Context: an optimization exercise on an open-source flow, tuned for small area. The choices shown serve that exercise and are no tape-out recipe.

==> flow/design.v <==
module LTC1668_Driver(input Refin_Clk,
                      input SYS_START,
                      input [15:0] AD_AMP,
                      input [15:0] AD_BIAS,
                      output reg signed [15:0] Wave,
                      output deCurrent,
                      output deTemper,
                      output signed [15:0] vStep
                      );
localparam [15:0] AMP  = 16'h902d;
localparam [15:0] ZERO = 16'h7fff;
function [16:0] radd;
    input [15:0] a, b;
    input ci;
    integer i;
    reg c;
    begin
        c = ci;
        for (i = 0; i < 16; i = i + 1) begin
            radd[i] = a[i] ^ b[i] ^ c;
            c = (a[i] & b[i]) | (c & (a[i] ^ b[i]));
        end
        radd[16] = c;
    end
endfunction
reg [1:0] m;
reg       h;
always @(posedge Refin_Clk)
    if (!SYS_START) begin
        m <= 2'b00;
        h <= 1'b0;
    end else begin
        m <= {m[0], ~(m[0] | m[1])};
        h <= h ^ m[1];
    end
wire ph = m[1];
assign deCurrent = ~(h | m[1]);    
assign deTemper  = ph;             
reg [15:0] SquWave;
always @(posedge Refin_Clk)
    if (!SYS_START) SquWave <= ZERO;
    else if (ph)    SquWave <= AD_BIAS;
    else            SquWave <= h ? ~AMP : AMP;
reg [8:0] cnt;
reg [3:0] hi;
wire Flag = hi[3];
wire wrap = &cnt;
always @(posedge Refin_Clk)
    if (!SYS_START) begin
        cnt <= 9'd72;
        hi  <= 4'd2;
    end else begin
        cnt <= cnt + 1'b1;
        if (wrap && !Flag) hi <= hi + 1'b1;
    end
wire e0 = (cnt == 9'd0);
reg [24:0] acc;
wire [16:0] lo = radd(acc[15:0], AD_AMP, 1'b0);
always @(posedge Refin_Clk)
    if (!Flag)     acc <= {9'd0, AD_AMP};
    else if (wrap) acc <= {9'd0, acc[24:9]};
    else           acc <= {acc[24:16] + lo[16], lo[15:0]};
wire [15:0] vr = radd(acc[15:0], 16'hc978, 1'b0);
reg  [15:0] R;
reg  [3:0]  rem;
wire div   = &cnt[8:4];
wire first = div & (cnt[3:0] == 4'd0);
wire [3:0] rin = first ? {1'b0, R[15], 2'b00} : rem;    
wire [4:0] t   = {rin, R[15]};
wire       qb  = (t >= 5'd10);
wire [4:0] tr  = qb ? t - 5'd10 : t;
always @(posedge Refin_Clk) begin
    rem <= tr[3:0];
    if (Flag && e0) R <= {vr[14:0], vr[15]};
    else            R <= {R[14:0], Flag & (div ? qb : R[15])};
end
wire [12:0] q    = R[12:0];
wire        inc  = q[12] & (rem != 4'd0);
wire [12:0] qn   = q + inc;
reg [12:0] vs;
always @(posedge Refin_Clk)
    if (!Flag)   vs <= 13'd0;
    else if (e0) vs <= qn;
assign vStep = {{3{vs[12]}}, vs};
reg  signed [15:0] StepWave;
wire [15:0] stp = {16{ph}} & vStep;
wire signed [15:0] sum = radd(StepWave, stp, 1'b0);
wire up = !sum[15] && (sum >= 16'sh6fd2);
wire dn =  sum[15] && (sum <= -16'sh6fd2);
wire [15:0] kk  = up ? 16'h7e90 : dn ? 16'h8170 : 16'h0000;
wire [15:0] nsw = radd(sum, kk, 1'b0);
always @(posedge Refin_Clk)
    if (!Flag) StepWave <= 16'd0;
    else       StepWave <= nsw;
always @(posedge Refin_Clk)
    if (!SYS_START) Wave <= ZERO;
    else            Wave <= radd(SquWave, StepWave, 1'b0);
endmodule
export LEC_CHECK = 0
export ABC_AREA = 1
export CAP_MARGIN = 20
export CORE_MARGIN = 2
export CORE_UTILIZATION = 60
export SLEW_MARGIN = 20
create_clock -name core_clock -period 10.0 [get_ports {Refin_Clk}]
standard.sh (not shown) runs the stock make flow with config.mk's settings and CLKGATE_MAP_FILE= SYNTH_SCRIPT=/design/flow/synth_recipe.tcl, a recipe that flattens the netlist after the stock synthesis.
==> flow/flow/run.sh <==
#!/bin/bash
set -euo pipefail
export BUFFER_PORTS_ARGS="-buffer_cell sky130_fd_sc_hd__buf_1"
export CTS_ARGS="-sink_clustering_enable -repair_clock_nets -dont_use_dummy_load -buf_list sky130_fd_sc_hd__clkbuf_4"
bash standard.sh finish > make.log 2>&1
Then changed:
--- a/flow/design.v
+++ b/flow/design.v
@@ -37,17 +37,21 @@
 assign deCurrent = ~(h | m[1]);    
 assign deTemper  = ph;             
+localparam [15:0] RST_NEG = ZERO ^ AMP;     
+wire hp = h | ~SYS_START;                   
+wire hn = h & SYS_START;                    
+wire pb = ph & SYS_START;
 reg [15:0] SquWave;
+integer k;
 always @(posedge Refin_Clk)
-    if (!SYS_START) SquWave <= ZERO;
-    else if (ph)    SquWave <= AD_BIAS;
-    else            SquWave <= h ? ~AMP : AMP;
+    for (k = 0; k < 16; k = k + 1)
+        SquWave[k] <= pb ? AD_BIAS[k] : ((RST_NEG[k] ? hp : hn) ^ AMP[k]);
 reg [8:0] cnt;
-reg [3:0] hi;
-wire Flag = hi[3];
+reg [2:0] hi;
+wire Flag = &hi;
 wire wrap = &cnt;
 always @(posedge Refin_Clk)
     if (!SYS_START) begin
         cnt <= 9'd72;
-        hi  <= 4'd2;
+        hi  <= 3'd1;
     end else begin
         cnt <= cnt + 1'b1;
@@ -89,5 +93,6 @@
 wire dn =  sum[15] && (sum <= -16'sh6fd2);
 wire [15:0] kk  = up ? 16'h7e90 : dn ? 16'h8170 : 16'h0000;
-wire [15:0] nsw = radd(sum, kk, 1'b0);
+wire [15:0] cs  = radd(sum, kk, 1'b0);
+wire [15:0] nsw = {(up | dn) ? {3{up}} : sum[15:13], cs[12:0]};
 always @(posedge Refin_Clk)
     if (!Flag) StepWave <= 16'd0;
=> Via count goes down by 0.46%. Utilization goes up by 1.7 points. Die area goes down by 1.2%. Clock skew hardly moves. Routed wire length goes down by 1.3%. Clock-buffer cell count stays the same. Worst setup slack gets better by 0.095 ns. Synthesized cell count goes down by 0.99%. Worst hold slack gets better by 0.021 ns. Register-to-register slack gets better by 0.09 ns. Design area goes down by 0.64%. Global-route usage hardly moves.
No functional check of the RTL was part of any run of this note.

## re-timing with driven ports
No port has a modelled driver above. Below, the same layouts with a new extraction and two added sets of constraints.
Step 1: set_driving_cell puts a clkbuf_16 on Refin_Clk and a buf_2 on each other input, an assumption about the parent block.
Step 2 times the ports against the registers' clock, not the clock port: input delays grow and output delays shrink by t, the midpoint of the rising clock arrivals with the driver on.
a / b / c = ideal ports / drivers / drivers and shift; a / b = the first two.
| run | t (ns) | setup WS [ns] | worst setup path at the end | latest minus earliest clock arrival (ns) | worst data-port slew with drivers (ns) |
|---|---|---|---|---|---|
| the first run | 0.522 | 0.409 / 0.409 / 0.409 | register to register | 0.030 / 0.030 | 0.04 |
| the second run | 0.532 | 0.504 / 0.504 / 0.504 | register to register | 0.030 / 0.031 | 0.03 |
After both steps setup and hold are still met in every run listed.
